This design comes from an exercise in tuning for small area and a short achievable clock period on the open sky130 flow, not from production work. RTL that was checked went through simulation tests only; none was proved equivalent to the original.

Setup of the baseline:
// fir_16tap
module fir_16tap (
	input  wire               clk,
	input  wire               rst,
	input  wire signed [15:0] xin,
	output wire signed [35:0] yout
);
For scale: about 290 flip-flops, roughly 54 I/O pins.
Settings: LEC_CHECK=0, CAP_MARGIN=20, CORE_MARGIN=2, CORE_UTILIZATION=70, SLEW_MARGIN=20, SYNTH_HIERARCHICAL=1; clock period 12.5 ns.
standard.sh (not shown) runs the stock make flow with config.mk's settings and CLKGATE_MAP_FILE= SYNTH_SCRIPT=/design/flow/synth_recipe.tcl, a recipe that flattens the netlist after the stock synthesis.
==> flow/flow/run.sh <==
#!/bin/bash
# The standard layout, with:
# - ORFS synthesis run through flow/my_synth.tcl, which is synth_recipe.tcl
#   with Yosys's abc pass given flow/abc.script and the full-adder
#   extraction limited to full adders in module fir_v;
# - a tighter setup target for timing repair;
# - small port buffers;
# - a clock tree of small buffers without dummy loads.
# make's output goes to make.log.
set -euo pipefail
export MY_ABC_SCRIPT="$PWD/flow/abc.script"
export MY_EXTRACT_FA="-fa fir_v"
bash standard.sh \
  "SYNTH_SCRIPT=$PWD/flow/my_synth.tcl" \
  SETUP_SLACK_MARGIN=8.4 \
  "BUFFER_PORTS_ARGS=-buffer_cell sky130_fd_sc_hd__buf_2" \
  "CTS_ARGS=-sink_clustering_enable -repair_clock_nets -dont_use_dummy_load -buf_list {sky130_fd_sc_hd__clkbuf_8} -sink_clustering_size 20 -sink_clustering_max_diameter 50" \
  finish > make.log 2>&1
==> flow/flow/abc.script <==
&get -n
&st
&dch
&nf -R 1000
&put
topo
stime -c
==> flow/flow/my_synth.tcl <==
proc synth {args} { yosys synth -nofsm -noshare {*}$args }
proc abc {args} {
  set i [lsearch -exact $args -script]
  if {$i >= 0 && [info exists ::env(MY_ABC_SCRIPT)]} { lset args [expr {$i + 1}] $::env(MY_ABC_SCRIPT) }
  yosys abc {*}$args
}
proc extract_fa {args} {
  if {[info exists ::env(MY_EXTRACT_FA)]} { set args $::env(MY_EXTRACT_FA) }
  yosys extract_fa {*}$args
}
source $::env(SCRIPTS_DIR)/synth.tcl
# left out here: clear keep_hierarchy, flatten, clean up, hide names made inside functions, write 1_2_yosys.v
The baseline finished every step from synthesis to the final layout, and the layout passed the timing, design-rule and antenna checks.
Relative to the baseline, the following input files were edited for the candidate:
Settings: swapping 70 for 60 in CORE_UTILIZATION.
diff --git a/flow/flow/run.sh b/flow/flow/run.sh
--- a/flow/flow/run.sh
+++ b/flow/flow/run.sh
@@ -15 +15 @@
-  SETUP_SLACK_MARGIN=8.4 \
+  SETUP_SLACK_MARGIN=8.35 \
Notes after the runs:
- NOTE number of global-route vias before repair the baseline->the candidate decreased by a little under 10%
- Diff the baseline -> the candidate | layout overhead on the synthesized area | decrease of 0.23 points
- Compared with the baseline, in the candidate met2 usage moved down, clock latency on the worst-skew pair went up.
- As far as non-clock buffering overhead in the final layout is concerned, the baseline and the candidate perform about the same.
- The candidate gives less global-route usage than the baseline did.
- The baseline → the candidate: hold slack fell by 4.2 ps, worst-case setup margin in the final layout rose by 20 ps.

========
job 9369:
Starting RTL as in the previous note.
==> flow/design.v (excerpt) <==
module fir_16tap (
	input  wire               clk,
	input  wire               rst,
	input  wire signed [15:0] xin,
	output wire signed [35:0] yout
);
reg  [15:0] d [1:14];            
reg  [15:0] m;                   
reg  [22:0] y;
reg  [22:0] v;
reg  [3:0]  cnt;                 
wire        mv = &cnt[3:1];      
wire [15:0] mn = mv ? {~d[14][15], d[14][14:0]} : 16'h8000;
wire [15:0] xf = {~xin[15], xin[14:0]};
wire [22:0] y_n, v_n;
wire [22:0] p = {y[21:0], 1'b0} ^ v;    
wire [22:0] g = {y[21:0], 1'b0} & v;
fir_v u_v (.y(y), .m(m), .mn(mn), .s(v_n));
fir_y u_y (.p(p), .g(g), .xf(xf), .s(y_n));
integer k;
always @(posedge clk) begin
	d[1] <= xin;
	for (k = 2; k <= 14; k = k + 1)
		d[k] <= d[k-1];
end
always @(posedge clk) begin
	if (rst) begin
		cnt <= 4'd0;
		m   <= 16'h8000;
		y   <= 23'd0;
		v   <= 23'h7f8000;
	end else begin
		if (!(&cnt))
			cnt <= cnt + 4'd1;
		m   <= mn;
		y   <= y_n;
		v   <= v_n;
	end
end
assign yout = {{13{y[22]}}, y};
endmodule
Settings: LEC_CHECK=0, CAP_MARGIN=20, CORE_MARGIN=2, CORE_UTILIZATION=65, SLEW_MARGIN=20, SYNTH_HIERARCHICAL=1; clock period 12.5 ns.
==> flow/flow/run.sh <==
#!/bin/bash
# The standard layout, with:
# - ORFS synthesis run through flow/my_synth.tcl, which is synth_recipe.tcl
#   with Yosys's abc pass given flow/abc.script and the full-adder
#   extraction limited to full adders in module fir_v;
# - a tighter setup target for timing repair;
# - small port buffers;
# - a clock tree of small buffers without dummy loads.
# make's output goes to make.log.
set -euo pipefail
export MY_ABC_SCRIPT="$PWD/flow/abc.script"
export MY_EXTRACT_FA="-fa fir_v"
bash standard.sh \
  "SYNTH_SCRIPT=$PWD/flow/my_synth.tcl" \
  SETUP_SLACK_MARGIN=8.5 \
  "BUFFER_PORTS_ARGS=-buffer_cell sky130_fd_sc_hd__buf_2" \
  "CTS_ARGS=-sink_clustering_enable -repair_clock_nets -dont_use_dummy_load -buf_list {sky130_fd_sc_hd__clkbuf_8} -sink_clustering_size 20 -sink_clustering_max_diameter 50" \
  finish > make.log 2>&1
==> flow/flow/abc.script <==
&get -n
&st
&dch
&nf -R 1000
&put
buffer -c
topo
stime -c
upsize -c
dnsize -c
Scripts as last shown in full above: flow/flow/my_synth.tcl
Job 9369 finished all stages; the layout is clean.
--- input diff job 9369..job 3363 ---
- CORE_UTILIZATION: 65 -> 40
==> flow/flow/run.sh <==
#!/bin/bash
# The standard layout, with a tighter setup target for timing repair, small
# port buffers and no dummy clock loads.  make's output goes to make.log.
set -euo pipefail
bash standard.sh \
  SETUP_SLACK_MARGIN=8.8 \
  "BUFFER_PORTS_ARGS=-buffer_cell sky130_fd_sc_hd__buf_2" \
  "CTS_ARGS=-sink_clustering_enable -repair_clock_nets -dont_use_dummy_load" \
  finish > make.log 2>&1
removed: flow/flow/abc.script
removed: flow/flow/my_synth.tcl
[summary]
- Met1 track demand over resource in global routing (lower): job 3363
- Job 3363: post-synthesis compound-gate area fraction higher than job 9369
- Total congestion overflow: job 3363 vs job 9369 identical
- Wire length after detailed routing of job 3363 is on par with job 9369.
- Job 3363 vs job 9369 — clock input transition at the sequential cells of the worst setup and hold paths dropped 50 ps.
- Compared with job 9369, count of nets after finishing in job 3363 increased by a little under 10%.
--- input diff job 3363..job 5160 ---
- swapping 40 for 65 in CORE_UTILIZATION
==> flow/flow/run.sh <==
#!/bin/bash
# The standard layout, with:
# - ORFS synthesis run through flow/my_synth.tcl, which is synth_recipe.tcl
#   with Yosys's abc pass given flow/abc.script and the full-adder
#   extraction limited to full adders in module fir_v;
# - a tighter setup target for timing repair;
# - small port buffers;
# - a clock tree of small buffers without dummy loads.
# make's output goes to make.log.
set -euo pipefail
export MY_ABC_SCRIPT="$PWD/flow/abc.script"
export MY_EXTRACT_FA="-fa fir_v"
bash standard.sh \
  "SYNTH_SCRIPT=$PWD/flow/my_synth.tcl" \
  SETUP_SLACK_MARGIN=8.4 \
  "BUFFER_PORTS_ARGS=-buffer_cell sky130_fd_sc_hd__buf_2" \
  "CTS_ARGS=-sink_clustering_enable -repair_clock_nets -dont_use_dummy_load -buf_list {sky130_fd_sc_hd__clkbuf_8} -sink_clustering_size 20 -sink_clustering_max_diameter 50" \
  finish > make.log 2>&1
==> flow/flow/abc.script (new file) <==
&get -n
&st
&dch
&nf -R 1000
&put
buffer -c
topo
stime -c
upsize -c
dnsize -c
==> flow/flow/my_synth.tcl (new file) <==
proc synth {args} { yosys synth -nofsm -noshare {*}$args }
proc abc {args} {
  set i [lsearch -exact $args -script]
  if {$i >= 0 && [info exists ::env(MY_ABC_SCRIPT)]} { lset args [expr {$i + 1}] $::env(MY_ABC_SCRIPT) }
  yosys abc {*}$args
}
proc extract_fa {args} {
  if {[info exists ::env(MY_EXTRACT_FA)]} { set args $::env(MY_EXTRACT_FA) }
  yosys extract_fa {*}$args
}
source $::env(SCRIPTS_DIR)/synth.tcl
# left out here: clear keep_hierarchy, flatten, clean up, hide names made inside functions, write 1_2_yosys.v
[summary]
- Synthesized instance count ends up higher on job 5160.
- Summary — worst setup slack, job 5160 relative to job 3363: higher, by 350 ps.
- As far as number of antenna violations at the first check in global routing goes, job 3363 and job 5160 are indistinguishable; the numbers are identical.
- Post-synthesis net count in job 5160 vs job 3363: down 6.4%
- Compared with job 3363, job 5160 shows a amount of wire on met2 after detailed routing that is about 2% lower.
The inputs of job 1593 differ from those of job 5160 as listed below.
diff --git a/flow/flow/run.sh b/flow/flow/run.sh
--- a/flow/flow/run.sh
+++ b/flow/flow/run.sh
@@ -13,5 +13,5 @@
 bash standard.sh \
   "SYNTH_SCRIPT=$PWD/flow/my_synth.tcl" \
-  SETUP_SLACK_MARGIN=8.4 \
+  SETUP_SLACK_MARGIN=8.2 \
   "BUFFER_PORTS_ARGS=-buffer_cell sky130_fd_sc_hd__buf_2" \
   "CTS_ARGS=-sink_clustering_enable -repair_clock_nets -dont_use_dummy_load -buf_list {sky130_fd_sc_hd__clkbuf_8} -sink_clustering_size 20 -sink_clustering_max_diameter 50" \
--- outcome ---
- In the metrics for job 1593 and job 5160, the one carrying the lower clock-pin slew on the worst setup and hold paths is job 1593.
- Job 1593 ended with less multi-input gate share of the layout cell area than job 5160.
- Relative to job 5160, post-layout utilization of the core has decreased by 0.76 points in job 1593.
- Measured against job 1593, the non-clock buffer total of the final layout of job 5160 comes out at 1.06 times the reference value.
- Flip-flop and latch count came out exactly the same in job 1593 and job 5160.

========
job 8010:
fir_16tap again, from the RTL that the note above started with.
clock: 12.5 ns
lec_check: 0
cap_margin: 20
core_margin: 2
core_utilization: 60
slew_margin: 20
synth_hierarchical: 1
==> flow/flow/run.sh <==
#!/bin/bash
# The standard layout, with:
# - ORFS synthesis run through flow/my_synth.tcl, which is synth_recipe.tcl
#   with Yosys's abc pass given flow/abc.script (flow/abc_y.script for
#   module fir_y) and the full-adder extraction limited to full adders in
#   module fir_v;
# - a tighter setup target for timing repair;
# - small port buffers;
# - a clock tree of small buffers without dummy loads.
# make's output goes to make.log.
set -euo pipefail
export MY_ABC_SCRIPT="$PWD/flow/abc.script"
export MY_ABC_SCRIPT_Y="$PWD/flow/abc_y.script"
export MY_EXTRACT_FA="-fa fir_v"
bash standard.sh \
  "SYNTH_SCRIPT=$PWD/flow/my_synth.tcl" \
  SETUP_SLACK_MARGIN=8.4 \
  "BUFFER_PORTS_ARGS=-buffer_cell sky130_fd_sc_hd__buf_2" \
  "CTS_ARGS=-sink_clustering_enable -repair_clock_nets -dont_use_dummy_load -buf_list {sky130_fd_sc_hd__clkbuf_8} -sink_clustering_size 20 -sink_clustering_max_diameter 50" \
  finish > make.log 2>&1
==> flow/flow/abc.script <==
&get -n
&st
&dch
&nf -R 1000
&put
topo
stime -c
==> flow/flow/abc_y.script <==
&get -n
&st
&syn2
&dch
&nf
&put
buffer -c
topo
stime -c
upsize -c
dnsize -c
==> flow/flow/my_synth.tcl <==
proc synth {args} { yosys synth -nofsm -noshare {*}$args }
proc abc {args} {
  set i [lsearch -exact $args -script]
  if {$i < 0 || ![info exists ::env(MY_ABC_SCRIPT_Y)]} { yosys abc {*}$args; return }
  set rest $args
  lset rest [expr {$i + 1}] $::env(MY_ABC_SCRIPT)
  yosys abc {*}$rest fir_16tap fir_v
  lset args [expr {$i + 1}] $::env(MY_ABC_SCRIPT_Y)
  yosys abc {*}$args fir_y
}
proc extract_fa {args} {
  if {[info exists ::env(MY_EXTRACT_FA)]} { set args $::env(MY_EXTRACT_FA) }
  yosys extract_fa {*}$args
}
source $::env(SCRIPTS_DIR)/synth.tcl
# left out here: clear keep_hierarchy, flatten, clean up, hide names made inside functions, write 1_2_yosys.v
Edits applied to the flow inputs when going from job 8010 to job 7310:
==> flow/flow/run.sh <==
#!/bin/bash
# The standard layout, with:
# - ORFS synthesis run through flow/my_synth.tcl, which is synth_recipe.tcl
#   with Yosys's abc pass given flow/abc.script and the full-adder
#   extraction limited to full adders in module fir_v;
# - a tighter setup target for timing repair;
# - small port buffers;
# - a clock tree of small buffers without dummy loads.
# make's output goes to make.log.
set -euo pipefail
export MY_ABC_SCRIPT="$PWD/flow/abc.script"
export MY_EXTRACT_FA="-fa fir_v"
bash standard.sh \
  "SYNTH_SCRIPT=$PWD/flow/my_synth.tcl" \
  SETUP_SLACK_MARGIN=8.4 \
  "BUFFER_PORTS_ARGS=-buffer_cell sky130_fd_sc_hd__buf_2" \
  "CTS_ARGS=-sink_clustering_enable -repair_clock_nets -dont_use_dummy_load -buf_list {sky130_fd_sc_hd__clkbuf_16} -sink_clustering_size 32 -sink_clustering_max_diameter 60" \
  finish > make.log 2>&1
--- a/flow/flow/my_synth.tcl
+++ b/flow/flow/my_synth.tcl
@@ -3,8 +3,4 @@
   set i [lsearch -exact $args -script]
-  if {$i < 0 || ![info exists ::env(MY_ABC_SCRIPT_Y)]} { yosys abc {*}$args; return }
-  set rest $args
-  lset rest [expr {$i + 1}] $::env(MY_ABC_SCRIPT)
-  yosys abc {*}$rest fir_16tap fir_v
-  lset args [expr {$i + 1}] $::env(MY_ABC_SCRIPT_Y)
-  yosys abc {*}$args fir_y
+  if {$i >= 0 && [info exists ::env(MY_ABC_SCRIPT)]} { lset args [expr {$i + 1}] $::env(MY_ABC_SCRIPT) }
+  yosys abc {*}$args
 }
removed: flow/flow/abc_y.script
- | share of cell area taken by multi-input logic gates | job 7310 vs job 8010 | ≈ equal |
- From job 8010 to job 7310 the numbers moved as follows: synthesized-area fraction occupied by adder cells neither gained nor lost much, area growth from synthesis to layout picked up an extra 4.2 points, combined global-route utilization of all metal layers picked up an extra 1.6 points.
- In job 7310, the count of buffers not belonging to the clock network in the layout came out 3 above the value in job 8010.
What job 4707 does differently from job 7310 at the input level:
- CORE_UTILIZATION now 65, was 60
--- a/flow/flow/run.sh
+++ b/flow/flow/run.sh
@@ -16,3 +16,3 @@
   "BUFFER_PORTS_ARGS=-buffer_cell sky130_fd_sc_hd__buf_2" \
-  "CTS_ARGS=-sink_clustering_enable -repair_clock_nets -dont_use_dummy_load -buf_list {sky130_fd_sc_hd__clkbuf_16} -sink_clustering_size 32 -sink_clustering_max_diameter 60" \
+  "CTS_ARGS=-sink_clustering_enable -repair_clock_nets -dont_use_dummy_load -buf_list {sky130_fd_sc_hd__clkbuf_8} -sink_clustering_size 20 -sink_clustering_max_diameter 50" \
   finish > make.log 2>&1
==> flow/flow/abc.script <==
&get -n
&st
&dch
&nf
&put
topo
stime -c
--- outcome ---
- Sequential element share of the synthesized area was lower in job 4707 than in job 7310.
- Changes observed in job 4707 relative to job 7310: width of the die has decreased, share of post-route cells with drive strength above 1 -0.45 points, wire length of the first global-routing pass climbed about 3.6%, number of placement rows lost 2.2%.
- Route | job 4707 vs job 7310 | wire longer in job 4707
- Worst setup slack down 0.093 ns in job 4707 wrt job 7310
- Job 4707 vs job 7310: maximum clock frequency down by a few percent
- Of job 4707 and job 7310, job 4707 shows the higher met2 usage in global routing, with job 7310 below it.
- Job 4707 reports its end point of the critical path as y[19] while job 7310 reports y[15].

========
fir_16tap, a different RTL version from the one above (not shown whole).
export LEC_CHECK = 0
export CAP_MARGIN = 20
export CORE_MARGIN = 2
export CORE_UTILIZATION = 65
export SLEW_MARGIN = 20
create_clock -name core_clock -period 12.5 [get_ports {clk}]
==> flow/flow/run.sh <==
#!/bin/bash
# The standard layout, with a tighter setup target for timing repair, small
# port buffers and a clock tree of small buffers without dummy loads.
# make's output goes to make.log.
set -euo pipefail
bash standard.sh \
  SETUP_SLACK_MARGIN=8.8 \
  "BUFFER_PORTS_ARGS=-buffer_cell sky130_fd_sc_hd__buf_2" \
  "CTS_ARGS=-sink_clustering_enable -repair_clock_nets -dont_use_dummy_load -buf_list {sky130_fd_sc_hd__clkbuf_8} -sink_clustering_size 20 -sink_clustering_max_diameter 50" \
  finish > make.log 2>&1
The baseline completed without violations.
==> next run, changes <==
==> flow/flow/run.sh (replaced) <==
#!/bin/bash
# The standard layout, with a tighter setup target for timing repair, small
# port buffers and no dummy clock loads.  make's output goes to make.log.
set -euo pipefail
bash standard.sh \
  SETUP_SLACK_MARGIN=8.8 \
  "BUFFER_PORTS_ARGS=-buffer_cell sky130_fd_sc_hd__buf_2" \
  "CTS_ARGS=-sink_clustering_enable -repair_clock_nets -dont_use_dummy_load" \
  finish > make.log 2>&1
Settings changed: CORE_UTILIZATION 65 to 40.
Fmax grows by about 1.6%.
Global-route usage shrinks by 7.6 points.
Sequential share of layout area shrinks by 2.9 points.
Worst setup slack improved by 0.069 ns.
Area after synthesis stays the same.
Worst hold slack got worse by 0.0097 ns.
Cell count grows by about 14%.
Cell area grows by about 5.6%.
Utilization shrinks by 27 points.
Die area grows by about 60%.
==> next run, changes <==
Settings changed: CTS_BUF_LIST set to sky130_fd_sc_hd__clkbuf_4 sky130_fd_sc_hd__clkbuf_8, CTS_CLUSTER_DIAMETER set to 80, CTS_CLUSTER_SIZE set to 30.
Core utilization does not change.
Non-clock buffer count stays the same.
Count of clock-buffer cells in the layout does not change.
Via count is unchanged.
Wire length is unchanged.
Function was not checked in any run of this note: the RTL went through the layout flow alone.

[separate check: timing with driven ports]
In the flow no input, the clock included, has a driving cell. The finished layouts below were timed again as built, in two steps. Step 1 (the two cells are an assumption about what drives the block):
set clk [get_ports {clk}]
set_driving_cell -lib_cell sky130_fd_sc_hd__clkbuf_16 $clk
set_driving_cell -lib_cell sky130_fd_sc_hd__buf_2 [delete_from_list [all_inputs] $clk]
Step 2 moves the port delays by t, midway between the first and last clock arrival at a register: inputs arrive t later, outputs are due t later. That takes back most of the time a late clock gives input paths. Slacks: ideal / step 1 / step 2; pairs: ideal / step 1.
run	shift t [ns]	setup slack, ns	worst setup path at the end	pins driven straight from the clock port
the baseline	0.541	8.449 / 8.462 / 7.921	input to register	1
the candidate	0.563	8.469 / 8.486 / 7.923	input to register	1
job 9369	0.557	8.554 / 8.573 / 8.016	input to register	1
job 3363	0.559	8.195 / 8.201 / 7.642	input to register	1
job 5160	0.568	8.548 / 8.565 / 7.998	input to register	1
job 1593	0.572	8.478 / 8.491 / 7.920	input to register	1
job 8010	0.567	8.481 / 8.499 / 7.932	input to register	1
job 7310	0.516	8.521 / 8.544 / 8.028	input to register	1
job 4707	0.544	8.428 / 8.437 / 7.893	input to register	1
the first run of note 4	0.549	8.011 / 8.012 / 7.463	input to register	1
the second run of note 4	0.572	8.080 / 8.090 / 7.518	input to register	1
the third run of note 4	0.572	8.080 / 8.090 / 7.518	input to register	1
After both steps setup and hold are still met in every run listed.
